Context: an optimization exercise on an open-source flow, tuned for small area. The choices shown serve that exercise and are no tape-out recipe. At most, simulation tests tie the RTL to the original design; equivalence was not proved. Only the layout flow was run in runs 2 to 4; the RTL was not checked for function there. Power and IR drop assume default switching activity.

--- design/flow/run.sh ---
#!/bin/bash
# synth_recipe.tcl (not shown) runs the flow's synth.tcl, then flattens the netlist and writes it again
# the make line also repeats each setting of config.mk as NAME=value (left out here)
make -C /OpenROAD-flow-scripts/flow DESIGN_CONFIG=/design/flow/config.mk WORK_HOME=/design/flow/orfs CLKGATE_MAP_FILE= SYNTH_SCRIPT=/design/flow/synth_recipe.tcl finish
--- design/flow/config.mk ---
export PLATFORM = sky130hd
export DESIGN_NAME = top
export DESIGN_NICKNAME = top
export VERILOG_FILES = /design/flow/design.v
export SDC_FILE = /design/flow/constraint.sdc
export NUM_CORES = 4
export LEC_CHECK = 0
export CAP_MARGIN = 20
export CORE_MARGIN = 2
export CORE_UTILIZATION = 40
export PLACE_DENSITY = 0.6
export SLEW_MARGIN = 20
--- design/flow/design.v ---
module ir_rx #(
    parameter CNT_WIDTH = 25
)(
    input clk,
    input rst,
    input rx,
    output rx_edge,
    output reg pulse,
    output reg [CNT_WIDTH-1:0]cnt
);
wire rise = ~pulse && rx;
wire fall = pulse && ~rx;
assign rx_edge = rise || fall;
always @(posedge clk) begin
    if (rst)
        pulse <= 1'b0;
    else if (rise)
        pulse <= 1'b1;
    else if (fall)
        pulse <= 1'b0;
    if (rst)
        cnt <= 0;
    else if (rx_edge)
        cnt <= 0;
    else
        cnt <= cnt + 1;
end
endmodule
module uart_tx #(
    parameter BAUDRATE = 9600,
    parameter F_CLK = 50_000_000
) (
    input clk,
    input rst,
    input start,
    input [7:0]data,
    output idle,
    output reg q
);
reg [32:0]cnt;
reg [3:0]bit_num;
assign idle = (bit_num == 4'hF);
wire bit_start = (cnt == (F_CLK / BAUDRATE) - 1);
always @(posedge clk) begin
    if (rst)
        cnt <= 32'b0;
    else if (start && idle)
        cnt <= 32'b0;
    else if (bit_start)
        cnt <= 32'b0;
    else
        cnt <= cnt + 32'b1;
end
always @(posedge clk) begin
    if (rst) begin
        bit_num <= 4'hF;
        q <= 1'b1;
    end
    else if (start && idle) begin
        bit_num <= 4'h0;
        q <= 1'b0;  
    end
    else if (bit_start) begin
        case (bit_num)
        4'h0: begin bit_num <= 4'h1; q <= data[0]; end
        4'h1: begin bit_num <= 4'h2; q <= data[1]; end
        4'h2: begin bit_num <= 4'h3; q <= data[2]; end
        4'h3: begin bit_num <= 4'h4; q <= data[3]; end
        4'h4: begin bit_num <= 4'h5; q <= data[4]; end
        4'h5: begin bit_num <= 4'h6; q <= data[5]; end
        4'h6: begin bit_num <= 4'h7; q <= data[6]; end
        4'h7: begin bit_num <= 4'h8; q <= data[7]; end
        4'h8: begin bit_num <= 4'h9; q <= 1'b1; end  
        default: begin bit_num <= 4'hF; end
        endcase
    end
end
endmodule
module hex_display (
    input clk,
    input rst,
    input [15:0]data,
    output [3:0]anodes,
    output [6:0]segments
);
reg [11:0]cnt;
reg [1:0]i;
assign anodes = (4'b1 << i);
always @(posedge clk) begin
    if (rst) begin
        cnt <= 0;
        i <= 0;
    end
    else begin
        cnt <= cnt + 'b1;
        if (&cnt)
            i <= i + 2'b1;
    end
end
wire [3:0]b = data[i * 4 +: 4];
hex_to_seg hex_to_seg(.data(b), .segments(segments));
endmodule
module hex_to_seg(
    input [3:0]data,
    output reg [6:0]segments
);
always @(*) begin
    case (data)
        4'h0: segments = 7'b1111110;
        4'h1: segments = 7'b0110000;
        4'h2: segments = 7'b1101101;
        4'h3: segments = 7'b1111001;
        4'h4: segments = 7'b0110011;
        4'h5: segments = 7'b1011011;
        4'h6: segments = 7'b1011111;
        4'h7: segments = 7'b1110000;
        4'h8: segments = 7'b1111111;
        4'h9: segments = 7'b1111011;
        4'hA: segments = 7'b1110111;
        4'hB: segments = 7'b0011111;
        4'hC: segments = 7'b1001110;
        4'hD: segments = 7'b0111101;
        4'hE: segments = 7'b1101111;
        4'hF: segments = 7'b1000111;
    endcase
end
endmodule
module top (
    input CLK,
    input RST,
    input IRDA,
    output DS_EN1, DS_EN2, DS_EN3, DS_EN4,
    output DS_A, DS_B, DS_C, DS_D, DS_E, DS_F, DS_G,
    output TXD
);
assign {DS_EN1, DS_EN2, DS_EN3, DS_EN4} = ~anodes;
assign {DS_A, DS_B, DS_C, DS_D, DS_E, DS_F, DS_G} = segments;
wire [15:0]hd_data = 16'b0;
wire [3:0]anodes;
wire [6:0]segments;
hex_display hex_display (
    .clk(CLK),
    .rst(RST),
    .data(hd_data),
    .anodes(anodes),
    .segments(segments)
);
reg uart_start;
reg [7:0]uart_data;
wire uart_idle;
uart_tx #(.BAUDRATE(5_000_000)) uart_tx (
    .clk(CLK),
    .rst(RST),
    .start(uart_start),
    .data(uart_data),
    .idle(uart_idle),
    .q(TXD)
);
reg ir_in;
always @(posedge CLK)
    if (RST)
        ir_in <= 1'b0;
    else
        ir_in <= ~IRDA;
wire ir_edge;
wire ir_pulse;
wire [24:0]ir_cnt;
ir_rx ir_rx (
    .clk(CLK),
    .rst(RST),
    .rx(ir_in),
    .rx_edge(ir_edge),
    .pulse(ir_pulse),
    .cnt(ir_cnt)
);
reg [19:0]ir_cnt_buf;
wire [39:0]dur_chars;
cnt_to_chars ctc(
    .cnt(ir_cnt_buf / 50),
    .chars(dur_chars)
);
reg pulse_buf;
always @(posedge CLK) begin
    if (RST) begin
        ir_cnt_buf <= 20'b0;
        pulse_buf <= 1'b0;
    end
    else if (ir_edge) begin
        ir_cnt_buf <= ir_cnt;
        pulse_buf <= ir_pulse;
    end
end
reg [2:0]idle_cnt;
always @(posedge CLK) begin
    if (RST)
        idle_cnt <= 0;
    else if (uart_idle)
        idle_cnt <= idle_cnt + 1;
    else
        idle_cnt <= 0;
end
reg [2:0]char_cnt;
always @(posedge CLK) begin
    if (RST) begin
        char_cnt <= 3'h0;
        uart_start <= 1'b0;
        uart_data <= 8'b0;
    end
    else begin
        if (ir_edge)
            char_cnt <= 3'h1;
        if (idle_cnt == 3'b111) begin
            if (char_cnt)
                uart_start <= 1'b1;
            case (char_cnt)
            'h0: begin uart_data <= 8'h2b; end
            'h1: begin char_cnt <= 3'h2; uart_data <= pulse_buf ? 8'h2b : 8'h2d; end
            'h2: begin char_cnt <= 3'h3; uart_data <= dur_chars[31:24]; end
            'h3: begin char_cnt <= 3'h4; uart_data <= dur_chars[23:16]; end
            'h4: begin char_cnt <= 3'h5; uart_data <= dur_chars[15:8]; end
            'h5: begin char_cnt <= 3'h6; uart_data <= dur_chars[7:0]; end
            'h6: begin char_cnt <= 3'h7; uart_data <= 8'b00001101; end
            'h7: begin char_cnt <= 3'h0; uart_data <= 8'b00001010; end
            endcase
        end
        else
            uart_start <= 1'b0;
    end
end
endmodule
module cnt_to_chars (
    input [19:0]cnt,
    output [39:0]chars
);
genvar i;
generate
    for (i = 0; i < 5; i = i + 1) begin : genchar
        assign chars[i * 8 +: 8] = ((cnt[i * 4 +: 4] < 10) ? 8'h30 : 8'h57) + cnt[i * 4 +: 4];
    end
endgenerate
endmodule
--- design/flow/constraint.sdc ---
create_clock -name core_clock -period 20.0 [get_ports {CLK}]
set_input_delay 4.0000 -clock core_clock [delete_from_list [all_inputs] [get_ports {CLK}]]
set_output_delay 4.0000 -clock core_clock [all_outputs]
set_load 0.01 [all_outputs]
==> results of run 1 <==
[state kept, by name (all words and copies together), names as in the netlist]
| name | flops |
|---|---|
| char_cnt | 3 |
| ir_cnt_buf | 19 |
| ir_in | 1 |
| uart_data | 7 |
| uart_tx.q | 1 |
| hex_display.i | 2 |
| idle_cnt | 3 |
| hex_display.cnt | 12 |
| ir_rx.cnt | 20 |
| ir_rx.pulse | 1 |
| uart_tx.cnt | 33 |
| uart_tx.bit_num | 4 |
| uart_start | 1 |
| pulse_buf | 1 |
[per-stage QoR]
| step | utilization (%) | cell area (sq um) | cells | hold slack, ns |
|---|---|---|---|---|
| 3_3_place_gp | 41.6 | 8770 | 1341 | 0.411 |
| 4_1_cts | 42.9 | 9040 | 1357 | 0.429 |
| 2_1_floorplan | - | 8650 | 1121 | 0.398 |
| 6_report | 42.9 | 9040 | 1357 | 0.431 |
| 3_5_place_dp | 41.6 | 8770 | 1341 | 0.418 |
| 5_1_grt | 42.9 | 9040 | 1357 | 0.450 |
[cell families after synthesis]
| logic type | Yosys count | share of synthesized area [%] |
|---|---|---|
| and+or+nand+nor | 455 | 26.6 |
| AOI/OAI and AO/OA | 339 | 29.6 |
| DFF | 108 | 25.0 |
| buffers and inverters | 99 | 5.04 |
| xor gates and xnor gates | 55 | 5.67 |
| muxes | 37 | 4.62 |
| adders and majority gates | 21 | 3.28 |
| other | 2 | 0.0870 |
[placed cells by master (no fill, tap or decap), types with 10 or more instances in the layout]
master,count
and3_1,20
a31oi_1,18
ha_1,17
nor3_1,30
xnor2_1,20
o211ai_1,11
nor2_1,149
a211oi_1,11
o21ai_1,15
o21ai_0,51
or3_1,27
and2_1,12
nand2_1,82
xor2_1,34
nand3_1,48
mux2i_1,28
o31ai_1,15
a21oi_1,77
inv_1,33
nand4_1,14
a21o_1,12
nor4_1,10
dfxtp_1,108
[synth_stat cells, types with 6 or more instances]
master | n | area (sq um)
buf_2 | 15 | 75.1
dfxtp_1 | 108 | 2160
a21oi_1 | 77 | 385
o21ai_1 | 15 | 75.1
mux2i_1 | 28 | 280
o31ai_1 | 15 | 113
o21ai_0 | 51 | 255
xnor2_1 | 20 | 175
mux2_2 | 6 | 67.6
nor4_1 | 10 | 62.6
and2_1 | 12 | 75.1
or3_1 | 28 | 175
nor2_1 | 149 | 559
ha_1 | 17 | 213
clkbuf_1 | 36 | 135
buf_4 | 10 | 75.1
and3_1 | 20 | 125
o21a_1 | 9 | 67.6
a21o_1 | 12 | 90.1
inv_1 | 33 | 124
a211o_1 | 9 | 78.8
nand2b_1 | 8 | 50.1
nand4_1 | 14 | 87.6
nand2_1 | 82 | 308
o211ai_1 | 11 | 82.6
xor2_1 | 34 | 298
nor3_1 | 30 | 150
o211a_1 | 9 | 90.1
nor2b_1 | 7 | 43.8
nand3_1 | 48 | 240
a31oi_1 | 18 | 113
a211oi_1 | 11 | 82.6
or2_2 | 8 | 50.1
[worst reg2reg max path, delay by kind of cell, from the launching register on]
kind	cells	cell delay, ns
compound gates	19	6.03
simple gates	11	3.01
flops	1	0.82
fa+ha+maj	2	0.71
mux	2	0.47
[layout make-up]
type                       count  share of cell area (%)
inverter                      36                    1.49
sequential                   108                    23.9
tap                          275                    3.80
multi-input combinational    914                    66.9
clock inverter                 7                   0.553
clock buffer                   9                    2.49
timing repair buffer           8                   0.802
[power groups by stage]
stage | logic, mW | registers (mW) | clock network, mW
after floorplan | 0.0149 | 0.224 | 0
after global placement | 0.0161 | 0.225 | 0
after detailed placement | 0.0162 | 0.226 | 0
after CTS | 0.0163 | 0.220 | 0.176
after global routing | 0.0184 | 0.221 | 0.181
final | 0.0161 | 0.220 | 0.170
[metal layers]
| metal | vias up | global-route usage [%] |
|---|---|---|
| met2 | 178 | 28.4 |
| met5 | - | 0 |
| met1 | 3685 | 27.1 |
| met3 | 25 | 2.47 |
| met4 | 0 | 5.23 |
| li1 | 4050 | - |
[worst max-delay path by stage]
stage	from	endpoint	cells after the start
finish	ir_cnt_buf[18]$_SDFFE_PP0P_	uart_data[1]$_SDFFE_PP0N_	34
global route	ir_cnt_buf[18]$_SDFFE_PP0P_	uart_data[2]$_SDFFE_PP0N_	33
CTS	ir_cnt_buf[18]$_SDFFE_PP0P_	uart_data[1]$_SDFFE_PP0N_	34
detailed placement	ir_cnt_buf[18]$_SDFFE_PP0P_	uart_data[1]$_SDFFE_PP0N_	34
global placement	ir_cnt_buf[18]$_SDFFE_PP0P_	uart_data[1]$_SDFFE_PP0N_	35
floorplan	ir_cnt_buf[18]$_SDFFE_PP0P_	uart_data[1]$_SDFFE_PP0N_	36
==> results.toml, run 1 <==
[power_and_ir_drop]
comb_power_share_pct = 4.0
p_clk_share_pct = 41.8
p_leak_nw = 3.20
sequentialPowerShare_pct = 54.3
swShare_pct = 24.1
power_density_nw_per_um2 = 44.9
peakVddDrop_v = 0.0000397
p_sw_uw = 97.8
p_int_uw = 308
finalPower_uw = 406

[clock_network]
clkSlewWorstSetupHoldPaths_ns = 0.08
post_cts_resized = 0
cts_tree = "done"
postCtsHoldBufs = 0
cts_buffers = 9
cts_buffer_depth = 2
htreeDepth = 3
cts_setup_buffers = 0
root_buffer = "clkbuf_16"
clk_latency_ns = 0.35
clock_sinks = 108

[routing]
drc = 0
ant_nets = 0
wl_met2_um = 9300
met1_length_um = 10400
drt_wl_total_um = 20900
top_layer_used = "met4"
wl_per_cell_um = 15.4
dr_total_vias = 7938
drt_iter0_markers = 799
dr.pass1.iters = 5
routed_via_density = 5.85
wl_met3_um = 786

[place]
dp_hpwl_um = 15200
gp_congestion = 0.877
port_buffers = 7
place_ws_ns = 9.07

[finish]
regArea_sq_um = 2160
multi_input_area_sq_um = 6050
diodes = 0
fillCellCount = 2157
area_delta_synth_final_pct = 4.77
drive_above_1_share_pct = 7.86
nNetsFinal = 1100

[setup_path]
cp-start-kind = "flip-flop"
critPathMaxStageDelay_ns = 0.82
crit_arrival_ns = 11.37
r2r_setup_slack_ns = 8.89
slowest_stage = "dfxtp_1"
critPathBufInv = 0
reg2reg_to = "uart_data[1]$_SDFFE_PP0N_"
path_delay_family = "compound AO/OA/AOI/OAI gates"
crit_required_ns = 20.26
reg2reg_depth = 34
end_kind = "flip-flop"
crit_fanout = 22
cp_common_cell = "a21oi_1"
timing_worst_setup_path_type = "flip-flop to flip-flop"
r2r_start = "ir_cnt_buf[18]$_SDFFE_PP0P_"

[hold_path]
hold_end = "idle_cnt[0]$_SDFF_PP0_"
worstHoldPathType = "flip-flop to flip-flop"
min_path_cells = 1
min_from = "idle_cnt[0]$_SDFF_PP0_"

[synthesis]
async_flop_share_pct = 0
synthesis.instances = 1116
syn_area_per_cell_sq_um = 7.73
synth_ff_type = "dfxtp_1"
yosysSeqAreaShare_pct = 25.0
synth_edf_count = 0
syn_area_sq_um = 8630
synthDistinctLibCells = 107
ys_ff_latch = 108
yosysWarnings = 6

[sta]
tightest_slew_ns = 0.850
finalMaxSlewViolations = 0
final.setup.worst_slack_ns = 8.89
setup_tns_ns = 0
post-route-min-period_ns = 11.11
hold_violations = 0
slew_headroom_pct = 43.3
finalClockSkew_ns = 0.00995
finalCritPeriodShare_pct = 55.6
fmax_ghz = 0.0900
grt_setup_unrepaired = "no"
setup_violations = 0

[die]
core_area_sq_um = 21100
num_rows = 53
die_width_um = 151
start_util_pct = 40.9
die-area_sq_um = 22800
top_level_ports = 15
die_y_um = 151

[grt]
grt_pass1_vias = 7035
grt_usage_pct = 18.5
grt_first_pass_wirelength_um = 35000
antenna_found_initial = 0
overflow = 0
grt_max_degree = 45

[flow_run]
maxCapViolations = 0

[outcome]
status = "finished clean"
==> run 2: changes to the inputs <==
==> design/flow/design.v (replaced) <==
module top (
    input CLK,
    input RST,
    input IRDA,
    output DS_EN1, DS_EN2, DS_EN3, DS_EN4,
    output DS_A, DS_B, DS_C, DS_D, DS_E, DS_F, DS_G,
    output TXD
);
reg [11:0] dl;
reg [1:0] di;
wire dl_z = ~|dl[10:0];
always @(posedge CLK)
    if (RST) begin
        dl <= 12'd0;
        di <= 2'd0;
    end else begin
        dl <= {dl[10:0], dl[11] ^ dl[5] ^ dl[3] ^ dl[0] ^ dl_z};
        if (dl[11] & dl_z)
            di <= di + 2'd1;
    end
assign DS_EN1 = ~(di == 2'd3);
assign DS_EN2 = ~(di == 2'd2);
assign DS_EN3 = ~(di == 2'd1);
assign DS_EN4 = ~(di == 2'd0);
assign {DS_A, DS_B, DS_C, DS_D, DS_E, DS_F, DS_G} = 7'b1111110;
reg ir_in, pulse;
always @(posedge CLK)
    if (RST) begin
        ir_in <= 1'b0;
        pulse <= 1'b0;
    end else begin
        ir_in <= ~IRDA;
        pulse <= ir_in;
    end
wire ir_edge = ir_in ^ pulse;
reg [5:0]  cr;
reg [14:0] cq;
wire cr_last = cr[5] & cr[4] & cr[1] & cr[0];
wire wrap = cr[4] & cr[3] & cr[1] &                    
            cq[14] & cq[12] & cq[8] & cq[7] & cq[6] &  
            cq[5] & cq[3] & cq[1] & cq[0];
always @(posedge CLK)
    if (RST | ir_edge | wrap | cr_last)
        cr <= 6'd0;
    else
        cr <= {cr[4:0], ~(cr[5] ^ cr[0])};
always @(posedge CLK)
    if (RST | ir_edge | wrap)
        cq <= 15'd0;
    else if (cr_last)
        cq <= cq + 15'd1;
reg [14:0] dur;
always @(posedge CLK)
    if (ir_edge)
        dur <= cq;
reg [3:0] b;
reg [3:0] c;
reg [2:0] char_cnt;
reg [6:0] data;
wire idle = (b == 4'd9);
wire load = idle & (c == 4'd7);
wire bit_end = (c == 4'd9);
assign TXD = b[3] ? ~b[1] : (b[2:0] == 3'd7 ? 1'b0 : data[b[2:0]]);
always @(posedge CLK)
    if (RST) begin
        b <= 4'd9;
        c <= 4'd0;
    end else if (idle) begin
        if (c[3]) begin
            b <= 4'd15;
            c <= 4'd0;
        end else
            c <= {load & (char_cnt != 3'd0), c[2:0] + 3'd1};
    end else if (bit_end) begin
        b <= b + 4'd1;
        c <= 4'd0;
    end else
        c <= c + 4'd1;
wire [3:0] nib = char_cnt == 3'd2 ? {1'b0, dur[14:12]} :
                 char_cnt == 3'd3 ? dur[11:8] :
                 char_cnt == 3'd4 ? dur[7:4] : dur[3:0];
wire [6:0] hex = nib < 4'd10 ? {3'b011, nib} : {4'b1100, nib[2:0] + 3'd7};
always @(posedge CLK)
    if (RST)
        char_cnt <= 3'd0;
    else if (load & (char_cnt != 3'd0))
        char_cnt <= char_cnt + 3'd1;
    else if (ir_edge)
        char_cnt <= 3'd1;
always @(posedge CLK)
    if (load)
        case (char_cnt)
        3'd1: data <= pulse ? 7'h2d : 7'h2b;
        3'd6: data <= 7'h0d;
        3'd7: data <= 7'h0a;
        default: data <= hex;
        endcase
endmodule
--- a/design/flow/config.mk
+++ b/design/flow/config.mk
@@ -7,6 +7,9 @@
 export LEC_CHECK = 0
 export CAP_MARGIN = 20
 export CORE_MARGIN = 2
-export CORE_UTILIZATION = 40
-export PLACE_DENSITY = 0.6
+export CORE_UTILIZATION = 70
+export CTS_BUF_LIST = sky130_fd_sc_hd__clkbuf_4 sky130_fd_sc_hd__clkbuf_8
+export CTS_CLUSTER_DIAMETER = 500
+export CTS_CLUSTER_SIZE = 100
+export PLACE_DENSITY = 0.8
 export SLEW_MARGIN = 20
==> results.toml, run 2 <==
[finish]
nNetsFinal = 333
diodes = 0
area_delta_synth_final_pct = 10.4
drive_above_1_share_pct = 7.86
stdcell_count = 370
finish.instance_area_sq_um = 3430
final_common_cell = "dfxtp_1"
reg.largest.list = "cq x15, dur x15, dl x12"
fillCellCount = 268
final_cell_mix = "dfxtp_1, nor2_1, nand2_1, edfxtp_1"

[synthesis]
async_flop_share_pct = 0
syn_area_per_cell_sq_um = 10.3
yosys-top-cells-count = "dfxtp_1, nor2_1, edfxtp_1, nand2_1"
synth_xor_area_share_pct = 6.48
syn_area_sq_um = 3110
synth_top_family_by_area = "simple AND/OR/NAND/NOR gates"
synth_edf_count = 22
synthDistinctLibCells = 43
synthesis.instances = 302
yosysTopAreaCell = "dfxtp_1"
yosysSeqAreaShare_pct = 52.2
synth-simple-area-share_pct = 19.6
yosysWarnings = 1
synth_compound_area_share_pct = 7.81
synth.mux.area_fraction_pct = 2.01
synthTopCellsByArea = "dfxtp_1, edfxtp_1, ha_1"
synthAdderAreaFrac_pct = 6.84
synth_top_area_share_pct = 30.9
synth_ff_type = "dfxtp_1"
ys_ff_latch = 70
synthMostInstantiatedCell = "dfxtp_1"

[clock_network]
cts_buffers = 9
post_cts_resized = 0
clock_sinks = 70
cts_setup_buffers = 0
root_buffer = "clkbuf_8"
cts_tree = "done"
clkSlewWorstSetupHoldPaths_ns = 0.07
cts_buffer_depth = 2
htreeDepth = 3
postCtsHoldBufs = 0
clk_latency_ns = 0.34

[die]
top_level_ports = 15
die_y_um = 70.6
die_width_um = 70.6
num_rows = 24
die-area_sq_um = 4990
core_area_sq_um = 4320
start_util_pct = 71.9

[grt]
grt_max_degree = 28
grt_usage_pct = 22.4
overflow = 0
grt_pass1_vias = 1960
grt_first_pass_wirelength_um = 8700
antenna_found_initial = 0

[setup_path]
crit_arrival_ns = 2.10
cp-start-kind = "flip-flop"
crit_required_ns = 16.00
crit_fanout = 8
timing_worst_setup_path_type = "flip-flop to output pin"
end_kind = "output pin"

[sta]
post-route-min-period_ns = 6.10
slew_headroom_pct = 37.9
fin_hold_ws_ns = 0.429
final.setup.worst_slack_ns = 13.90
grt_setup_unrepaired = "no"
finalClockSkew_ns = 0.0103
setup_violations = 0
tightest_slew_ns = 0.929
setup_tns_ns = 0
fmax_ghz = 0.164
finalMaxSlewViolations = 0
hold_violations = 0
finalCritPeriodShare_pct = 30.5

[power_and_ir_drop]
p_leak_nw = 1.36
peakVddDrop_v = 0.0000753
power_density_nw_per_um2 = 89.9

[flow_run]
maxCapViolations = 0

[outcome]
status = "finished clean"

[routing]
ant_nets = 0
dr_total_vias = 2017
wl_per_cell_um = 13.6
drc = 0
routed_via_density = 5.45
drt_wl_total_um = 5040
drt_iter0_markers = 90
dr.pass1.iters = 5

[place]
gp_congestion = 0.840
place_ws_ns = 14.04
dp_hpwl_um = 3500
place_area_sq_um = 3190
port_buffers = 7
dp_cells = 354

[hold_path]
worstHoldPathType = "flip-flop to flip-flop"
run 2: worst max-delay path, cell delays in order (launching register included):
cell             delay [ns]
dfxtp_1                0.49
mux4_2                 0.53
o21ai_0                0.17
o31ai_1                0.09
clkdlybuf4s50_1        0.48
run 2: path summary, 6_finish.rpt:
check	from	endpoint	slack, ns	cells after the start
worst max-delay path	b[0]$_SDFFE_PP1P_	TXD	13.90	4
worst min-delay path	cr[2]$_SDFF_PP0_	cr[3]$_SDFF_PP0_	0.43	1
worst max register to register	char_cnt[1]$_SDFFE_PP0P_	data[1]$_DFFE_PP_	17.51	8
worst min register to register	cr[2]$_SDFF_PP0_	cr[3]$_SDFF_PP0_	0.43	1
run 2: layer usage:
metal,share of wire [%],global-route usage [%]
met1,46,27.3
met2,50,37.3
met3,2.6,5.13
met4,1.6,11.7
met5,0,0
run 2: area by class of cell:
| type | instances | area [sq um] | area share (%) |
|---|---|---|---|
| multi-input combinational | 207 | 1360 | 39.5 |
| inverter | 15 | 56.3 | 1.64 |
| clock inverter | 6 | 110 | 3.21 |
| sequential | 70 | 1620 | 47.2 |
| timing repair buffer | 10 | 92.6 | 2.70 |
| clock buffer | 10 | 131 | 3.83 |
| tap | 52 | 65.1 | 1.90 |
run 2: cells by family (layout without fill, tap and decap cells):
group	count (synthesis)	in the layout
AOI/OAI and AO/OA	33	33
xor gates and xnor gates	23	23
adders and majority gates	17	17
buffers and inverters	30	41
DFF	70	70
muxes	5	5
other	2	7
and+or+nand+nor	122	122
run 2: through the flow:
stage | utilization [%] | total power [mW]
after floorplan | - | 0.172
after global placement | 73.8 | 0.175
after detailed placement | 73.8 | 0.175
after CTS | 79.4 | 0.311
after global routing | 79.4 | 0.318
final | 79.4 | 0.309
run 2: power by group:
group / internal, mW / leakage, nW / switching (mW)
clock network: 0.0843 / 0.124 / 0.0523
logic: 0.00851 / 0.617 / 0.0104
registers: 0.151 / 0.616 / 0.00251
total: 0.243 / 1.36 / 0.0652
==> run 3: changes to the inputs <==
==> design/flow/config.mk (replaced) <==
export PLATFORM = sky130hd
export DESIGN_NAME = top
export DESIGN_NICKNAME = top
export VERILOG_FILES = /design/flow/design.v
export SDC_FILE = /design/flow/constraint.sdc
export NUM_CORES = 4
export LEC_CHECK = 0
export CAP_MARGIN = 20
export CORE_MARGIN = 2
export CORE_UTILIZATION = 40
export PLACE_DENSITY = 0.6
export SLEW_MARGIN = 20
==> results.toml, run 3 <==
[outcome]
status = "finished clean"

[sta]
setup_tns_ns = 0
fin_hold_ws_ns = 0.435
finalMaxSlewViolations = 0
slew_headroom_pct = 52.9
setup_violations = 0
finalClockSkew_ns = 0.00953
hold_violations = 0
finalCritPeriodShare_pct = 30.3
grt_setup_unrepaired = "no"
fmax_ghz = 0.165
post-route-min-period_ns = 6.06
tightest_slew_ns = 0.701

[routing]
wl_per_cell_um = 11.6
drt_iter0_markers = 43
dr_total_vias = 2008
drc = 0
dr.pass1.iters = 4
drt_wl_total_um = 4900
ant_nets = 0
routed_via_density = 4.77

[place]
gp_congestion = 0.768
dp_hpwl_um = 3400
port_buffers = 7
dp_cells = 405
place_area_sq_um = 3260

[grt]
grt_pass1_vias = 1820
grt_first_pass_wirelength_um = 8470
overflow = 0
met2_usage_pct = 19.4
grt_max_degree = 28
grtUsageMet1_pct = 16.4
use_met3_pct = 4.68
busiest_layer = "met2"
grt_usage_pct = 12.7
antenna_found_initial = 0

[die]
core_area_sq_um = 7610
top_level_ports = 15
num_rows = 32
die_y_um = 92.1
die_width_um = 92.1
die-area_sq_um = 8490
start_util_pct = 40.9

[synthesis]
synth_top_area_share_pct = 30.9
async_flop_share_pct = 0
synthMostInstantiatedCell = "dfxtp_1"
yosysWarnings = 1
yosysTopAreaCell = "dfxtp_1"
yosys-top-cells-count = "dfxtp_1, nor2_1, edfxtp_1, nand2_1"
syn_area_sq_um = 3110
synthTopCellsByArea = "dfxtp_1, edfxtp_1, ha_1"
synthesis.instances = 302
yosysSeqAreaShare_pct = 52.2
synth_edf_count = 22
ys_ff_latch = 70
synth_ff_type = "dfxtp_1"
syn_area_per_cell_sq_um = 10.3
synthDistinctLibCells = 43

[clock_network]
cts_buffers = 9
cts_tree = "done"
postCtsHoldBufs = 0
root_buffer = "clkbuf_8"
clkSlewWorstSetupHoldPaths_ns = 0.08
htreeDepth = 3
cts_buffer_depth = 2
post_cts_resized = 0
cts_setup_buffers = 0
clock_sinks = 70
clk_latency_ns = 0.34

[setup_path]
critPathMaxStageDelay_ns = 0.53
worstPathCellList = "mux4_2, o21ai_0, o31ai_1, clkdlybuf4s50_1"
critPathLaunch = "b[0]$_SDFFE_PP1P_"
cp-start-kind = "flip-flop"
crit_arrival_ns = 2.06
end_kind = "output pin"
r2r_setup_slack_ns = 17.54
crit_fanout = 8
crit_cells = 4
crit_required_ns = 16.00
reg2reg_depth = 10
r2r_start = "char_cnt[1]$_SDFFE_PP0P_"
critPathBufInv = 1
endpoint = "TXD"
path_delay_family = "multiplexers"
timing_worst_setup_path_type = "flip-flop to output pin"
reg2reg_to = "data[2]$_DFFE_PP_"
slowest_stage = "mux4_2"

[finish]
final_common_cell = "dfxtp_1"
diodes = 0
final_cell_mix = "dfxtp_1, nor2_1, nand2_1, edfxtp_1"
nNetsFinal = 334
finish.instance_area_sq_um = 3480
stdcell_count = 421
fillCellCount = 769
drive_above_1_share_pct = 8.15
area_delta_synth_final_pct = 12.1
reg.largest.list = "cq x15, dur x15, dl x12"

[flow_run]
maxCapViolations = 0

[power_and_ir_drop]
power_density_nw_per_um2 = 85.0
p_leak_nw = 1.35
peakVddDrop_v = 0.0000551

[hold_path]
worstHoldPathType = "flip-flop to flip-flop"
-- run 3: how the worst min path moves through the flow --
| stage | cells after the start | from | endpoint |
|---|---|---|---|
| final | 1 | cr[2]$_SDFF_PP0_ | cr[3]$_SDFF_PP0_ |
| after global routing | 1 | cr[2]$_SDFF_PP0_ | cr[3]$_SDFF_PP0_ |
| after CTS | 1 | cr[2]$_SDFF_PP0_ | cr[3]$_SDFF_PP0_ |
| after detailed placement | 1 | cr[2]$_SDFF_PP0_ | cr[3]$_SDFF_PP0_ |
| after global placement | 1 | cr[2]$_SDFF_PP0_ | cr[3]$_SDFF_PP0_ |
| after floorplan | 1 | cr[2]$_SDFF_PP0_ | cr[3]$_SDFF_PP0_ |
-- run 3: metal layers --
metal / up-vias / wire length [um]
li1: 1045 / -
met1: 944 / 2450
met2: 14 / 2250
met3: 5 / 139
met4: 0 / 61
met5: - / 0
-- run 3: final cells by class --
type	instances	area [sq um]	area share [%]
tap	102	128	3.66
sequential	70	1620	46.5
multi-input combinational	207	1360	38.9
clock inverter	6	75.1	2.15
clock buffer	10	149	4.27
inverter	15	56.3	1.62
timing repair buffer	11	100	2.87
-- run 3: cell families (layout without fill, tap and decap cells) --
family          Yosys count  count (layout)  share of synthesized area, %
fa+ha+maj                17              17                          6.84
buf+inv                  30              42                          4.83
mux                       5               5                          2.01
other cells               2               7                         0.242
flops                    70              70                          52.2
xor+xnor                 23              23                          6.48
compound gates           33              33                          7.81
simple gates            122             122                          19.6
-- run 3: power by group --
group / switching [mW] / internal [mW]
logic: 0.0103 / 0.00861
clock network: 0.0571 / 0.0671
registers: 0.00263 / 0.150
total: 0.0700 / 0.226
-- run 3: worst reg2reg max path, delay by kind of cell (launching register included) --
kind / cells / cell delay, ns
AND/OR/NAND/NOR: 3 / 0.67
adder cells (fa/ha/maj): 2 / 0.46
multiplexers: 2 / 0.46
flip-flops: 1 / 0.43
AO/OA/AOI/OAI: 2 / 0.18
buffers and inverters: 1 / 0.11
-- run 3: stage by stage --
| step | total power [mW] | setup slack (ns) | util (%) |
|---|---|---|---|
| after detailed placement | 0.176 | 14.29 | 42.9 |
| after global placement | 0.175 | 14.31 | 42.9 |
| final | 0.296 | 13.94 | 45.8 |
| after global routing | 0.309 | 13.77 | 45.8 |
| after floorplan | 0.172 | 14.80 | - |
| after CTS | 0.302 | 13.90 | 45.8 |
==> run 4: changes to the inputs <==
--- a/design/flow/config.mk
+++ b/design/flow/config.mk
@@ -7,6 +7,7 @@
 export LEC_CHECK = 0
 export CAP_MARGIN = 20
 export CORE_MARGIN = 2
-export CORE_UTILIZATION = 40
-export PLACE_DENSITY = 0.6
+export CORE_UTILIZATION = 60
+export CTS_BUF_LIST = sky130_fd_sc_hd__clkbuf_4
+export PLACE_DENSITY = 0.75
 export SLEW_MARGIN = 20
==> results.toml, run 4 <==
[outcome]
status = "finished clean"

[clock_network]
postCtsHoldBufs = 0
htreeDepth = 3
cts_buffer_depth = 2
post_cts_resized = 0
cts_buffers = 9
clkSlewWorstSetupHoldPaths_ns = 0.11
cts_tree = "done"
clock_sinks = 70
cts_setup_buffers = 0
root_buffer = "clkbuf_4"
clk_latency_ns = 0.40

[setup_path]
crit_arrival_ns = 2.12
crit_required_ns = 16.00
r2r_setup_slack_ns = 17.50
cp-start-kind = "flip-flop"
critPathMaxStageDelay_ns = 0.52
end_kind = "output pin"
worstPathCellList = "mux4_2, o21ai_0, o31ai_1, clkdlybuf4s50_1"
slowest_stage = "mux4_2"
timing_worst_setup_path_type = "flip-flop to output pin"
crit_fanout = 8

[finish]
final_cell_mix = "dfxtp_1, nor2_1, nand2_1, edfxtp_1"
nNetsFinal = 334
fillCellCount = 395
diodes = 0
area_delta_synth_final_pct = 8.74
stdcell_count = 389
final_common_cell = "dfxtp_1"
finish.instance_area_sq_um = 3380
multi_input_area_sq_um = 1360
reg.largest.list = "cq x15, dur x15, dl x12"
regArea_sq_um = 1620
drive_above_1_share_pct = 7.84

[synthesis]
synth_ff_type = "dfxtp_1"
synth_xor_area_share_pct = 6.48
synthAdderAreaFrac_pct = 6.84
synth_top_area_share_pct = 30.9
syn_area_sq_um = 3110
synth-simple-area-share_pct = 19.6
synthMostInstantiatedCell = "dfxtp_1"
synth_edf_count = 22
yosysSeqAreaShare_pct = 52.2
synthesis.instances = 302
ys_ff_latch = 70
synth_top_family_by_area = "simple AND/OR/NAND/NOR gates"
syn_area_per_cell_sq_um = 10.3
yosysWarnings = 1
yosysTopAreaCell = "dfxtp_1"
synth.mux.area_fraction_pct = 2.01
synth_compound_area_share_pct = 7.81
async_flop_share_pct = 0
yosys-top-cells-count = "dfxtp_1, nor2_1, edfxtp_1, nand2_1"
synthDistinctLibCells = 43
synthTopCellsByArea = "dfxtp_1, edfxtp_1, ha_1"

[die]
die_y_um = 76.0
num_rows = 26
start_util_pct = 61.6
die_width_um = 76.0
die-area_sq_um = 5770
top_level_ports = 15
core_area_sq_um = 5040

[place]
place_area_sq_um = 3220
dp_hpwl_um = 3270
gp_congestion = 0.824
port_buffers = 7
dp_cells = 373

[grt]
grt_max_degree = 28
antenna_found_initial = 0
grt_first_pass_wirelength_um = 7920
met2_usage_pct = 28.5
grt_usage_pct = 17.3
grt_pass1_vias = 1846
grtUsageMet1_pct = 20.7
overflow = 0
use_met3_pct = 4.27
busiest_layer = "met2"

[power_and_ir_drop]
peakVddDrop_v = 0.0000611
p_leak_nw = 1.33
power_density_nw_per_um2 = 80.6

[flow_run]
maxCapViolations = 0

[sta]
post-route-min-period_ns = 6.12
tightest_slew_ns = 0.630
finalMaxSlewViolations = 0
slew_headroom_pct = 57.6
finalCritPeriodShare_pct = 30.6
fmax_ghz = 0.163
setup_tns_ns = 0
setup_violations = 0
finalClockSkew_ns = 0.0110
grt_setup_unrepaired = "no"
hold_violations = 0

[routing]
drc = 0
dr.pass1.iters = 4
drt_iter0_markers = 104
dr_total_vias = 1973
drt_wl_total_um = 4560
wl_per_cell_um = 11.7
routed_via_density = 5.07
ant_nets = 0

[hold_path]
worstHoldPathType = "flip-flop to flip-flop"
==> run 4: path summary, 6_finish.rpt <==
path	to	from	cells after the start
setup reg to reg	data[2]$_DFFE_PP_	char_cnt[1]$_SDFFE_PP0P_	10
hold / removal	cr[3]$_SDFF_PP0_	cr[2]$_SDFF_PP0_	1
setup / recovery	TXD	b[0]$_SDFFE_PP1P_	4
hold reg to reg	cr[3]$_SDFF_PP0_	cr[2]$_SDFF_PP0_	1
==> run 4: cell type report <==
| cell class | instances | share of cell area [%] |
|---|---|---|
| tap | 70 | 2.59 |
| clock inverter | 6 | 2.48 |
| timing repair buffer | 11 | 2.96 |
| clock buffer | 10 | 2.22 |
| inverter | 15 | 1.67 |
| multi-input combinational | 207 | 40.1 |
| sequential | 70 | 48.0 |
==> run 4: metrics by stage <==
stage,total power [mW],utilization [%],setup slack (ns),hold WS [ns]
6_report,0.272,67.0,13.88,0.462
5_1_grt,0.284,67.0,13.73,0.481
3_3_place_gp,0.175,63.9,14.31,0.411
2_1_floorplan,0.172,-,14.80,0.406
4_1_cts,0.276,67.0,13.83,0.458
3_5_place_dp,0.175,63.9,14.29,0.413
==> run 4: layer usage <==
metal  vias up  wire length (um)
met3         9               126
met2        21              2180
met1       893              2180
met5         -                 0
li1       1050                 -
met4         0                76
==> run 4: kinds of logic after synthesis <==
kind of cell | count (synthesis)
and+or+nand+nor | 122
buffers and inverters | 30
muxes | 5
xor gates and xnor gates | 23
AOI/OAI and AO/OA | 33
other | 2
DFF | 70
adders and majority gates | 17
==> run 4: worst max-delay path: cells and delay by family (launching register included) <==
kind,cells,cell delay [ns]
DFF,1,0.48
muxes,1,0.52
buffers and inverters,1,0.48
AOI/OAI and AO/OA,2,0.24
==> run 4: power breakdown <==
part           total (mW)  switching (mW)  leakage, nW  internal [mW]
Sequential          0.153         0.00254        0.616          0.151
Combinational      0.0190          0.0103        0.622        0.00861
Clock               0.100          0.0484       0.0887         0.0521
==> run 5: changes to the inputs <==
--- a/design/flow/design.v
+++ b/design/flow/design.v
@@ -6,18 +6,11 @@
     output DS_A, DS_B, DS_C, DS_D, DS_E, DS_F, DS_G,
     output TXD
 );
-reg [11:0] dl;
-reg [1:0] di;
-wire dl_z = ~|dl[10:0];
+reg [13:0] dcnt;
 always @(posedge CLK)
-    if (RST) begin
-        dl <= 12'd0;
-        di <= 2'd0;
-    end else begin
-        dl <= {dl[10:0], dl[11] ^ dl[5] ^ dl[3] ^ dl[0] ^ dl_z};
-        if (dl[11] & dl_z)
-            di <= di + 2'd1;
-    end
+    if (RST) dcnt <= 14'd0;
+    else     dcnt <= dcnt + 14'd1;
+wire [1:0] di = dcnt[13:12];
 assign DS_EN1 = ~(di == 2'd3);
 assign DS_EN2 = ~(di == 2'd2);
 assign DS_EN3 = ~(di == 2'd1);
@@ -35,20 +28,19 @@
 wire ir_edge = ir_in ^ pulse;
 reg [5:0]  cr;
 reg [14:0] cq;
-wire cr_last = cr[5] & cr[4] & cr[1] & cr[0];
-wire wrap = cr[4] & cr[3] & cr[1] &                    
+wire cr_last = cr[5] & cr[4] & cr[0];                  
+wire wrap = cr[4] & cr[3] & cr[0] &                    
             cq[14] & cq[12] & cq[8] & cq[7] & cq[6] &  
             cq[5] & cq[3] & cq[1] & cq[0];
 always @(posedge CLK)
-    if (RST | ir_edge | wrap | cr_last)
+    if (RST | ir_edge | wrap) begin
         cr <= 6'd0;
-    else
-        cr <= {cr[4:0], ~(cr[5] ^ cr[0])};
-always @(posedge CLK)
-    if (RST | ir_edge | wrap)
         cq <= 15'd0;
-    else if (cr_last)
+    end else if (cr_last) begin
+        cr <= 6'd0;
         cq <= cq + 15'd1;
+    end else
+        cr <= cr + 6'd1;
 reg [14:0] dur;
 always @(posedge CLK)
     if (ir_edge)
--- a/design/flow/config.mk
+++ b/design/flow/config.mk
@@ -7,7 +7,6 @@
 export LEC_CHECK = 0
 export CAP_MARGIN = 20
 export CORE_MARGIN = 2
-export CORE_UTILIZATION = 60
-export CTS_BUF_LIST = sky130_fd_sc_hd__clkbuf_4
-export PLACE_DENSITY = 0.75
+export CORE_UTILIZATION = 40
+export PLACE_DENSITY = 0.6
 export SLEW_MARGIN = 20
==> results.toml, run 5 <==
[outcome]
status = "finished clean"

[routing]
drc = 0
drt_iter0_markers = 62
dr.pass1.iters = 4
wl_per_cell_um = 11.6
ant_nets = 0
routed_via_density = 4.95
dr_total_vias = 2222
drt_wl_total_um = 5210

[die]
num_rows = 33
core_area_sq_um = 8090
die_y_um = 94.6
start_util_pct = 40.6
top_level_ports = 15
die-area_sq_um = 8950
die_width_um = 94.6

[setup_path]
end_kind = "output pin"
slowest_stage = "mux4_2"
worstPathCellList = "mux4_2, o21ai_0, o31ai_1, clkdlybuf4s50_1"
crit_fanout = 7
cp-start-kind = "flip-flop"
crit_arrival_ns = 2.05
critPathMaxStageDelay_ns = 0.52
crit_required_ns = 16.00
timing_worst_setup_path_type = "flip-flop to output pin"
reg2reg_depth = 8

[sta]
hold_violations = 0
fmax_ghz = 0.165
finalMaxSlewViolations = 0
grt_setup_unrepaired = "no"
tightest_slew_ns = 0.988
setup_tns_ns = 0
setup_violations = 0
finalClockSkew_ns = 0.0143
post-route-min-period_ns = 6.05
fin_hold_ws_ns = 0.462
finalCritPeriodShare_pct = 30.2
slew_headroom_pct = 33.9

[clock_network]
clk_latency_ns = 0.35
cts_buffers = 9
clock_sinks = 70
post_cts_resized = 0
root_buffer = "clkbuf_8"
postCtsHoldBufs = 0
cts_buffer_depth = 2
cts_tree = "done"
cts_setup_buffers = 0
htreeDepth = 3
clkSlewWorstSetupHoldPaths_ns = 0.07

[synthesis]
yosysSeqAreaShare_pct = 49.4
synthesis.instances = 332
yosys-top-cells-count = "dfxtp_1, nor2_1, edfxtp_1, nand2_1, xor2_1"
synth_edf_count = 22
ys_ff_latch = 70
yosysWarnings = 1
synth_ff_type = "dfxtp_1"
yosysTopAreaCell = "dfxtp_1"
synthDistinctLibCells = 44
syn_area_per_cell_sq_um = 9.89
synth_top_area_share_pct = 29.3
async_flop_share_pct = 0
synthTopCellsByArea = "dfxtp_1, edfxtp_1, xor2_1"
synthMostInstantiatedCell = "dfxtp_1"
syn_area_sq_um = 3280

[finish]
final_cell_mix = "dfxtp_1, nor2_1, nand2_1, xor2_1, edfxtp_1"
nNetsFinal = 357
final_common_cell = "dfxtp_1"
finish.instance_area_sq_um = 3610
fillCellCount = 826
reg.largest.list = "cq x15, dur x15, dcnt x14"
area_delta_synth_final_pct = 10.1
fin_util_pct = 44.7
diodes = 0
drive_above_1_share_pct = 6.69
stdcell_count = 449

[hold_path]
min_path_cells = 1
worstHoldPathType = "flip-flop to flip-flop"

[power_and_ir_drop]
power_density_nw_per_um2 = 77.3
p_leak_nw = 1.32
peakVddDrop_v = 0.0000418

[place]
dp_hpwl_um = 3730
port_buffers = 7
place_area_sq_um = 3410
dp_cells = 433
gp_congestion = 0.726

[grt]
grt_max_degree = 29
grt_first_pass_wirelength_um = 8910
grt_pass1_vias = 2036
antenna_found_initial = 0
overflow = 0
grt_usage_pct = 12.7

[flow_run]
maxCapViolations = 0
## run 5: cell count changes after synthesis, moves of 4 or more
cell	change
nor2_1	+10
nor2b_1	-10
xor2_1	+10
nand2b_1	+8
nand4_1	+7
inv_1	-5
nand3_1	+5
nor3_1	+4
## run 5: cell families (layout without fill, tap and decap cells)
group	after synthesis	in the layout	synth area share, %
other	2	7	0.229
buffers and inverters	26	33	4.04
DFF	70	70	49.4
and+or+nand+nor	147	147	22.8
xor gates and xnor gates	31	31	8.27
muxes	9	9	3.20
AOI/OAI and AO/OA	32	32	6.40
adders and majority gates	15	15	5.71
## run 5: layout make-up
type	count	area (sq um)	area share, %
Sequential cell	70	1620	44.9
Multi-Input combinational cell	241	1550	42.9
Clock buffer	12	176	4.88
Tap cell	105	131	3.63
Timing Repair Buffer	8	77.6	2.15
Inverter	9	33.8	0.935
Clock inverter	4	25.0	0.692
## run 5: worst paths after layout
check,startpoint,to,slack [ns]
worst max-delay path,b[0]$_SDFFE_PP1P_,TXD,13.95
worst max register to register,char_cnt[2]$_SDFFE_PP0P_,data[2]$_DFFE_PP_,17.16
worst min-delay path,dcnt[0]$_SDFF_PP0_,dcnt[0]$_SDFF_PP0_,0.46
worst min register to register,dcnt[0]$_SDFF_PP0_,dcnt[0]$_SDFF_PP0_,0.46
## run 5: through the flow
stage / setup WS, ns / total power [mW]
finish: 13.95 / 0.279
global route: 13.82 / 0.290
CTS: 13.93 / 0.282
detailed placement: 13.84 / 0.170
global placement: 13.88 / 0.170
floorplan: 14.81 / 0.168
## run 5: metal layers
metal	part of all wire (%)	vias up	routed length (um)	track usage [%]
met1	47	1033	2450	15.0
met2	48	20	2500	21.0
met4	2.0	0	104	6.04
met5	0	-	0	0
met3	2.9	12	153	4.07
li1	-	1157	-	-
## run 5: critical path: cells and delay by family (launching register included)
family / cells / cell delay (ns)
buffers and inverters: 1 / 0.47
AOI/OAI and AO/OA: 2 / 0.25
muxes: 1 / 0.52
DFF: 1 / 0.46
## run 5: power by group
part / total (mW) / switching [mW] / internal, mW
registers: 0.153 / 0.00235 / 0.150
logic: 0.0142 / 0.00852 / 0.00567
clock network: 0.113 / 0.0531 / 0.0594
total: 0.279 / 0.0640 / 0.215
==> run 6: changes to the inputs <==
==> design/flow/design.v (replaced) <==
module top (
    input CLK,
    input RST,
    input IRDA,
    output DS_EN1, DS_EN2, DS_EN3, DS_EN4,
    output DS_A, DS_B, DS_C, DS_D, DS_E, DS_F, DS_G,
    output TXD
);
reg [11:0] dl;
reg [1:0] dj;
wire [11:0] dv = dl ^ 12'haaa;                  
wire dl_z = ~|dv[10:0];
wire dl_end = dv[11] & dl_z;
always @(posedge CLK) begin
    if (RST)
        dl <= 12'haaa;
    else
        dl <= {~dl[10:0], dv[11] ^ dv[5] ^ dv[3] ^ dv[0] ^ dl_z};
    if (RST)
        dj <= 2'b00;
    else if (dl_end)
        dj <= {dj[0], ~dj[1]};
end
assign DS_EN4 = ~(dj == 2'b00);
assign DS_EN3 = ~(dj == 2'b01);
assign DS_EN2 = ~(dj == 2'b11);
assign DS_EN1 = ~(dj == 2'b10);
assign {DS_A, DS_B, DS_C, DS_D, DS_E, DS_F, DS_G} = 7'b1111110;
reg ir_in, pulse;
always @(posedge CLK)
    if (RST) begin
        ir_in <= 1'b0;
        pulse <= 1'b0;
    end else begin
        ir_in <= ~IRDA;
        pulse <= ir_in;
    end
wire ir_edge = ir_in ^ pulse;
reg [5:0]  cr;
reg [14:0] cq;
wire cr_last = ~cr[5] & cr[4] & ~cr[1] & cr[0];
wire cr_25   = cr[4] & ~cr[3] & ~cr[1];
wire wrap = cr_25 &
            cq[14] & cq[12] & cq[8] & cq[7] & cq[6] &  
            cq[5] & cq[3] & cq[1] & cq[0];
wire cq_clr = RST | ir_edge | wrap;
wire cr_clr = cq_clr | cr_last;
always @(posedge CLK)
    if (cr_clr)
        cr <= 6'b101010;
    else
        cr <= {~cr[4:0], cr[5] ^ cr[0]};
always @(posedge CLK)
    if (cq_clr)
        cq <= 15'd0;
    else if (cr_last)
        cq <= cq + 15'd1;
reg [14:0] dur;
always @(posedge CLK)
    if (ir_edge)
        dur <= cq;
reg [3:0] b;
reg [3:0] c;
reg [2:0] char_cnt;
reg [6:0] data;
wire idle = ~b[3] & ~b[1] & b[0];
wire c_lo7 = c[2] & c[1] & c[0];
wire load = idle & c_lo7;                         
wire bit_end = c[3] & c[0];                       
wire start = idle & c[3];
wire msg = |char_cnt;
wire adv = load & msg;
wire [7:0] tx_bits = {1'b0, data};
assign TXD = b[3] ? tx_bits[b[2:0]] : ~b[1];
always @(posedge CLK) begin
    if (RST | bit_end | start)
        c[2:0] <= 3'd0;
    else
        c[2:0] <= c[2:0] + 3'd1;
    if (RST | bit_end | start)
        c[3] <= 1'b0;
    else
        c[3] <= c[3] | (c_lo7 & (~idle | msg));
end
always @(posedge CLK)
    if (RST)
        b <= 4'd1;
    else if (start)
        b <= 4'd7;
    else if (bit_end)
        b <= b + 4'd1;
always @(posedge CLK)
    if (RST)
        char_cnt <= 3'd0;
    else if (adv)
        char_cnt <= char_cnt + 3'd1;
    else if (ir_edge)
        char_cnt <= 3'd1;
wire [1:0] k = char_cnt[1:0];
wire [3:0] n = k == 2'd2 ? {1'b0, dur[14:12]} :
               k == 2'd3 ? dur[11:8] :
               k == 2'd0 ? dur[7:4] : dur[3:0];
wire ge10 = n[3] & (n[2] | n[1]);
wire hex = char_cnt[2] ^ char_cnt[1];             
wire sign = ~char_cnt[2];                          
wire cr6 = ~char_cnt[0];                           
wire [6:0] nd;
assign nd[6] = hex & ge10;
assign nd[5] = ~(char_cnt[2] & char_cnt[1]);
assign nd[4] = hex & ~ge10;
assign nd[3] = ~hex | (n[3] & ~ge10);
assign nd[2] = hex ? n[2] ^ (ge10 & ~n[1] & ~n[0]) : sign ? pulse : cr6;
assign nd[1] = hex ? n[1] ^ (ge10 & ~n[0]) : sign ? ~pulse : ~cr6;
assign nd[0] = hex ? n[0] ^ ge10 : sign | cr6;
always @(posedge CLK)
    if (load)
        data <= nd;
endmodule
--- a/design/flow/config.mk
+++ b/design/flow/config.mk
@@ -7,6 +7,7 @@
 export LEC_CHECK = 0
 export CAP_MARGIN = 20
 export CORE_MARGIN = 2
-export CORE_UTILIZATION = 40
-export PLACE_DENSITY = 0.6
+export CORE_UTILIZATION = 60
+export CTS_BUF_LIST = sky130_fd_sc_hd__clkbuf_4
+export PLACE_DENSITY = 0.75
 export SLEW_MARGIN = 20
==> results.toml, run 6 <==
[die]
die_y_um = 75.2
num_rows = 25
top_level_ports = 15
die-area_sq_um = 5650
core_area_sq_um = 4820
die_width_um = 75.2
start_util_pct = 63.1

[synthesis]
ys_ff_latch = 70
yosys-top-cells-count = "dfxtp_1, nor2_1, edfxtp_1"
synthMostInstantiatedCell = "dfxtp_1"
synth_ff_type = "dfxtp_1"
yosysWarnings = 1
synthTopCellsByArea = "dfxtp_1, edfxtp_1, nor2_1"
syn_area_per_cell_sq_um = 10.4
yosysTopAreaCell = "dfxtp_1"
synthesis.instances = 293
synth_top_area_share_pct = 31.6
yosysSeqAreaShare_pct = 53.4
syn_area_sq_um = 3040
synth_edf_count = 22
async_flop_share_pct = 0
synthDistinctLibCells = 49

[clock_network]
cts_tree = "done"
clkSlewWorstSetupHoldPaths_ns = 0.11
clk_latency_ns = 0.39
root_buffer = "clkbuf_4"
cts_setup_buffers = 0
cts_buffers = 9
post_cts_resized = 0
postCtsHoldBufs = 0
cts_buffer_depth = 2
htreeDepth = 3
clock_sinks = 70

[power_and_ir_drop]
comb_power_share_pct = 7.0
p_leak_nw = 1.13
p_clk_share_pct = 36.1
peakVddDrop_v = 0.0000595
p_int_uw = 210
power_density_nw_per_um2 = 82.3
swShare_pct = 22.5
p_sw_uw = 60.7
sequentialPowerShare_pct = 56.9

[grt]
grt_max_degree = 30
antenna_found_initial = 0
overflow = 0
grt_pass1_vias = 1833
grt_first_pass_wirelength_um = 8090
grt_usage_pct = 19.3

[setup_path]
slowest_stage = "clkdlybuf4s50_1"
reg2reg_to = "data[1]$_DFFE_PP_"
r2r_start = "char_cnt[0]$_SDFFE_PP0P_"
timing_worst_setup_path_type = "input port to flip-flop"
crit_required_ns = 20.28
cp-start-kind = "input port"
r2r_setup_slack_ns = 17.71
critPathLaunch = "RST"
crit_arrival_ns = 6.30
end_kind = "flip-flop"
reg2reg_depth = 8
crit_fanout = 29
worstPathCellList = "clkdlybuf4s50_1, or3_1, or3b_2"
endpoint = "cr[1]$_SDFF_PP1_"
critPathMaxStageDelay_ns = 0.88

[sta]
finalClockSkew_ns = 0.00824
grt_setup_unrepaired = "no"
slew_headroom_pct = 38.3
tightest_slew_ns = 0.922
post-route-min-period_ns = 6.02
setup_violations = 0
setup_tns_ns = 0
finalCritPeriodShare_pct = 30.1
hold_violations = 0
finalMaxSlewViolations = 0
fmax_ghz = 0.166
final.setup.worst_slack_ns = 13.98

[flow_run]
maxCapViolations = 0

[routing]
drc = 0
ant_nets = 0
wl_per_cell_um = 13.0
drt_wl_total_um = 4870
routed_via_density = 5.40
dr_total_vias = 2014
drt_iter0_markers = 79
dr.pass1.iters = 4

[finish]
finish.instance_area_sq_um = 3280
nNetsFinal = 312
final_cell_mix = "dfxtp_1, nor2_1, edfxtp_1"
reg.largest.list = "cq x15, dur x15, dl x12"
fin_util_pct = 68.2
final_common_cell = "dfxtp_1"
diodes = 0
area_delta_synth_final_pct = 8.07
drive_above_1_share_pct = 10.5

[hold_path]
worstHoldPathType = "flip-flop to flip-flop"

[place]
gp_congestion = 0.731
dp_hpwl_um = 3360
place_area_sq_um = 3130
port_buffers = 7
place_ws_ns = 13.54

[outcome]
status = "finished clean"
[run 6: cell types whose count changed after synthesis, moves of 7 or more]
| cell | previous run | this run |
|---|---|---|
| nor2_1 | 44 | 33 |
| nand4_1 | 12 | 3 |
| xor2_1 | 22 | 5 |
| nand3_1 | 15 | 8 |
| ha_1 | 15 | 8 |
| nand2_1 | 22 | 15 |
[run 6: routing by layer]
| layer | GRT usage (%) | share of wire, % | vias up |
|---|---|---|---|
| met1 | 23.3 | 45 | 937 |
| met2 | 32.2 | 50 | 37 |
| li1 | - | - | 1032 |
| met4 | 7.99 | 1.4 | 0 |
| met3 | 6.16 | 3.4 | 8 |
| met5 | 0 | 0 | - |
[run 6: cells by family after synthesis]
logic type	after synthesis	synth area share [%]
AO/OA/AOI/OAI	35	7.16
XOR/XNOR	19	5.48
adder cells (fa/ha/maj)	8	3.29
buffers and inverters	26	4.32
flip-flops	70	53.4
multiplexers	9	3.17
other	2	0.247
AND/OR/NAND/NOR	124	23.0
[run 6: power by group through the flow]
stage	clock, mW	combinational, mW	sequential, mW
floorplan	0	0.0167	0.156
global placement	0	0.0181	0.157
detailed placement	0	0.0191	0.157
CTS	0.101	0.0191	0.154
global route	0.107	0.0213	0.155
finish	0.0976	0.0188	0.154
[run 6: through the flow]
step	total power, mW	instances	hold WS [ns]
floorplan	0.173	298	0.366
global placement	0.175	357	0.373
detailed placement	0.176	357	0.383
CTS	0.275	373	0.409
global route	0.283	373	0.423
finish	0.270	373	0.400
[run 6: worst min path at each step]
stage                           from                to  slack [ns]  cells past startpoint
CTS                 dl[8]$_SDFF_PP0_  dl[9]$_SDFF_PP1_        0.41                      1
floorplan           dl[8]$_SDFF_PP0_  dl[9]$_SDFF_PP1_        0.37                      1
global route        dl[8]$_SDFF_PP0_  dl[9]$_SDFF_PP1_        0.42                      1
detailed placement  dl[8]$_SDFF_PP0_  dl[9]$_SDFF_PP1_        0.38                      1
global placement    dl[8]$_SDFF_PP0_  dl[9]$_SDFF_PP1_        0.37                      1
finish              dl[4]$_SDFF_PP0_  dl[5]$_SDFF_PP1_        0.40                      1
[run 6: layout make-up]
cell class                      instances  area (sq um)
Tap cell                               67          83.8
Sequential cell                        70          1620
Clock inverter                          7          87.6
Fill cell                             414          1530
Timing Repair Buffer                    9          85.1
Clock buffer                            9          67.6
Inverter                                9          33.8
Multi-Input combinational cell        202          1310
[run 6: worst max-delay path: cells and delay by family]
family	cells	cell delay (ns)
simple gates	2	1.41
buf+inv	1	0.88
==> run 7: changes to the inputs <==
==> design/flow/flow/run.sh (new file) <==
#!/bin/bash
# Own layout flow: the standard ORFS flow with two changes.
#  1. Synthesis: ORFS's synth.tcl without the extract_fa pass, and ABC run
#     with an area-oriented script (flow/abc.script) instead of the speed one.
#     Registers are mapped before ABC exactly as in the standard synthesis.
#  2. CTS: TritonCTS with clkbuf_4 only and no dummy loads.
# Every tool's output goes to a log file in this folder.
set -euo pipefail
W=$PWD
mkdir -p "$W/own"
sed -e '/^ *extract_fa /d' \
    -e 's|log_cmd abc {\*}\$abc_args|log_cmd abc {*}[lreplace $abc_args 1 1 $::env(OWN_ABC_SCRIPT)]|' \
    "$FLOW_HOME/scripts/synth.tcl" > "$W/own/synth_orfs.tcl"
grep -q 'OWN_ABC_SCRIPT' "$W/own/synth_orfs.tcl"
if grep -q '^ *extract_fa ' "$W/own/synth_orfs.tcl"; then exit 1; fi
export OWN_SYNTH_TCL="$W/own/synth_orfs.tcl"
export OWN_ABC_SCRIPT="$W/flow/abc.script"
make -C "$FLOW_HOME" DESIGN_CONFIG="$W/config.mk" WORK_HOME="$W/orfs" CLKGATE_MAP_FILE= \
    SYNTH_SCRIPT="$W/flow/synth.tcl" ABC_AREA=1 \
    CTS_ARGS="-sink_clustering_enable -repair_clock_nets -buf_list sky130_fd_sc_hd__clkbuf_4 -dont_use_dummy_load" \
    finish > "$W/make.log" 2>&1
R="$W/orfs/results/$FLOW_PLATFORM/top/base"
: # left out here: write the final layout as DEF
==> design/flow/flow/abc.script (new file) <==
strash
dc2
&get -n
&st
&dch -f
&nf -a -F 20 -A 20 -E 100
&put
==> design/flow/flow/synth.tcl (new file) <==
proc synth {args} { yosys synth -nofsm -noshare {*}$args }
source $::env(OWN_SYNTH_TCL)
# left out here: clear keep_hierarchy, flatten, clean up, hide names made inside functions, write 1_2_yosys.v
==> design/flow/standard.sh (new file) <==
#!/bin/bash
# synth_recipe.tcl (not shown) runs the flow's synth.tcl, then flattens the netlist and writes it again
# the make line also repeats each setting of config.mk as NAME=value (left out here)
make -C /OpenROAD-flow-scripts/flow DESIGN_CONFIG=/design/flow/config.mk WORK_HOME=/design/flow/orfs CLKGATE_MAP_FILE= SYNTH_SCRIPT=/design/flow/synth_recipe.tcl "${@:-finish}"
--- a/design/flow/config.mk
+++ b/design/flow/config.mk
@@ -8,6 +8,5 @@
 export CAP_MARGIN = 20
 export CORE_MARGIN = 2
 export CORE_UTILIZATION = 60
-export CTS_BUF_LIST = sky130_fd_sc_hd__clkbuf_4
 export PLACE_DENSITY = 0.75
 export SLEW_MARGIN = 20
removed: design/flow/run.sh
==> results.toml, run 7 <==
[power_and_ir_drop]
finalPower_uw = 227
sequentialPowerShare_pct = 67.0
p_sw_uw = 51.5
p_leak_nw = 1.02
comb_power_share_pct = 5.6
power_density_nw_per_um2 = 79.7
p_int_uw = 176
peakVddDrop_v = 0.0000459
swShare_pct = 22.7
p_clk_share_pct = 27.4

[clock_network]
clock_sinks = 70
cts_setup_buffers = 0
postCtsHoldBufs = 0
root_buffer = "clkbuf_4"
htreeDepth = 3
clk_latency_ns = 0.42
cts_buffers = 9
post_cts_resized = 0
cts_tree = "done"
cts_buffer_depth = 2
clkSlewWorstSetupHoldPaths_ns = 0.12

[grt]
grt_max_degree = 25
overflow = 0
grt_pass1_vias = 1609
grt_usage_pct = 19.3
grt_first_pass_wirelength_um = 7270
antenna_found_initial = 0

[setup_path]
cp-start-kind = "flip-flop"
crit_arrival_ns = 2.02
critPathMaxStageDelay_ns = 0.52
slowest_stage = "mux4_2"
timing_worst_setup_path_type = "flip-flop to output pin"
crit_fanout = 7
end_kind = "output pin"
crit_required_ns = 16.00
worstPathCellList = "mux4_2, nor2_1, a22oi_1, clkdlybuf4s50_1"
critPathBufInv = 1
path_delay_family = "multiplexers"

[sta]
slew_headroom_pct = 29.6
tightest_slew_ns = 1.05
finalClockSkew_ns = 0.0354
post-route-min-period_ns = 6.02
grt_setup_unrepaired = "no"
finalCritPeriodShare_pct = 30.1
hold_violations = 0
setup_tns_ns = 0
setup_violations = 0
fmax_ghz = 0.166
finalMaxSlewViolations = 0
fin_hold_ws_ns = 0.383

[synthesis]
syn_area_sq_um = 2670
yosys-top-cells-count = "dfxtp_1, nor2_1, edfxtp_1"
yosysWarnings = 1
synth_edf_count = 22
synthTopCellsByArea = "dfxtp_1, edfxtp_1, nor2_1"
ys_ff_latch = 70
synthDistinctLibCells = 38
syn_area_per_cell_sq_um = 11.0
synthesis.instances = 244
synthMostInstantiatedCell = "dfxtp_1"
yosysSeqAreaShare_pct = 60.7
async_flop_share_pct = 0
synth_ff_type = "dfxtp_1"
synth_top_area_share_pct = 36.0
yosysTopAreaCell = "dfxtp_1"

[finish]
final_cell_mix = "dfxtp_1, nor2_1, edfxtp_1"
drive_above_1_share_pct = 5.41
stdcell_count = 311
fillCellCount = 361
nNetsFinal = 264
fin_util_pct = 66.0
area_delta_synth_final_pct = 6.84
reg.largest.list = "cq x15, dur x15, dl x12"
diodes = 0
final_common_cell = "dfxtp_1"

[outcome]
status = "finished clean"

[flow_run]
maxCapViolations = 0

[routing]
drc = 0
drt_iter0_markers = 93
wl_per_cell_um = 14.0
dr_total_vias = 1746
ant_nets = 0
routed_via_density = 5.61
dr.pass1.iters = 5
drt_wl_total_um = 4350

[die]
die-area_sq_um = 5000
num_rows = 24
die_y_um = 70.7
start_util_pct = 61.8
top_level_ports = 15
core_area_sq_um = 4320
die_width_um = 70.7

[place]
dp_hpwl_um = 3060
gp_congestion = 0.786
port_buffers = 7
dp_cells = 302

[hold_path]
worstHoldPathType = "flip-flop to flip-flop"
==> run 7: cell types whose count changed after synthesis, moves of 5 or more <==
cell     previous run  this run
and3_1              0         5
buf_2               6         0
ha_1                8         0
inv_1               9         0
mux2_2              5         0
nor4_1              5         0
xnor2_1            14         6
==> run 7: path summary, 6_finish.rpt <==
path,from,endpoint,slack [ns],cells after the start
setup / recovery,b[0]$_SDFFE_PP1P_,TXD,13.98,4
setup reg to reg,cr[4]$_SDFF_PP0_,cq[14]$_SDFFE_PP0P_,17.25,7
hold / removal,dl[8]$_SDFF_PP0_,dl[9]$_SDFF_PP1_,0.38,1
hold reg to reg,dl[8]$_SDFF_PP0_,dl[9]$_SDFF_PP1_,0.38,1
==> run 7: layer usage <==
layer  global-route usage, %  wire (um)  part of all wire, %
met2                    29.7       2140                   49
met4                    11.5         60                  1.4
met3                    6.13        184                  4.2
met5                       0          0                    0
met1                    23.9       1970                   45
==> run 7: logic make-up (layout without fill, tap and decap cells) <==
group / Yosys count / after routing / synth area share (%)
buffers and inverters: 10 / 20 / 2.39
AND/OR/NAND/NOR: 103 / 103 / 20.4
flip-flops: 70 / 70 / 60.7
AO/OA/AOI/OAI: 46 / 46 / 10.5
XOR/XNOR: 10 / 10 / 3.28
other: 2 / 7 / 0.281
multiplexers: 3 / 3 / 2.53
==> run 7: layout make-up <==
| cell class | count | area [sq um] | area share [%] |
|---|---|---|---|
| multi-input cells | 169 | 1010 | 35.5 |
| flip-flops and latches | 70 | 1620 | 56.8 |
| clock buffers | 9 | 67.6 | 2.37 |
| well taps | 52 | 65.1 | 2.28 |
| repair buffers | 8 | 77.6 | 2.72 |
| inverters | 3 | 11.3 | 0.394 |
==> run 7: power groups by stage <==
stage	registers, mW	clock network [mW]	logic (mW)
5_1_grt	0.153	0.0693	0.0142
2_1_floorplan	0.155	0	0.0108
3_3_place_gp	0.155	0	0.0124
6_report	0.152	0.0624	0.0128
3_5_place_dp	0.156	0	0.0128
4_1_cts	0.152	0.0644	0.0129
==> run 7: worst reg2reg max path: cells and delay by family (launching register included) <==
kind / cells / cell delay (ns)
and+or+nand+nor: 7 / 2.24
DFF: 1 / 0.38
==> run 7: metrics by stage <==
step | instance area, sq um | setup slack (ns)
after floorplan | 2690 | 14.92
after global placement | 2790 | 14.12
after detailed placement | 2790 | 14.10
after CTS | 2860 | 13.95
after global routing | 2860 | 13.88
final | 2860 | 13.98

afterwards: timing with drivers on the ports:
In the flow no input, the clock included, has a driving cell. The finished layouts below were timed again as built, in two steps. Step 1 sets driving cells, clkbuf_16 on the clock port and buf_2 on the other inputs (assumed; they add their load-dependent delay and slew). Step 2 adds t to the input delays and takes it off the output delays; t is the mean of the earliest and latest rising clock arrival at the registers after step 1. Input paths then give back, and output paths get back, about the clock's delay inside the block. Three values: no drivers, after step 1, after step 2; two values: the first two.
run | shift t [ns] | setup WS [ns] | clock arrival spread, ns
run 1 | 0.390 | 8.889 / 8.889 / 8.889 | 0.013 / 0.013
run 2 | 0.363 | 13.903 / 13.877 / 14.001 | 0.010 / 0.010
run 3 | 0.367 | 13.936 / 13.905 / 14.273 | 0.009 / 0.009
run 4 | 0.423 | 13.876 / 13.852 / 14.275 | 0.012 / 0.012
run 5 | 0.367 | 13.953 / 13.926 / 13.888 | 0.015 / 0.015
run 6 | 0.415 | 13.983 / 13.984 / 13.571 | 0.008 / 0.009
run 7 | 0.425 | 13.975 / 13.951 / 14.116 | 0.036 / 0.036
After both steps every run listed still meets setup and hold. For run 6, which loses most, drivers alone change the setup slack by +0.001 ns; drivers and shift together by -0.412 ns.
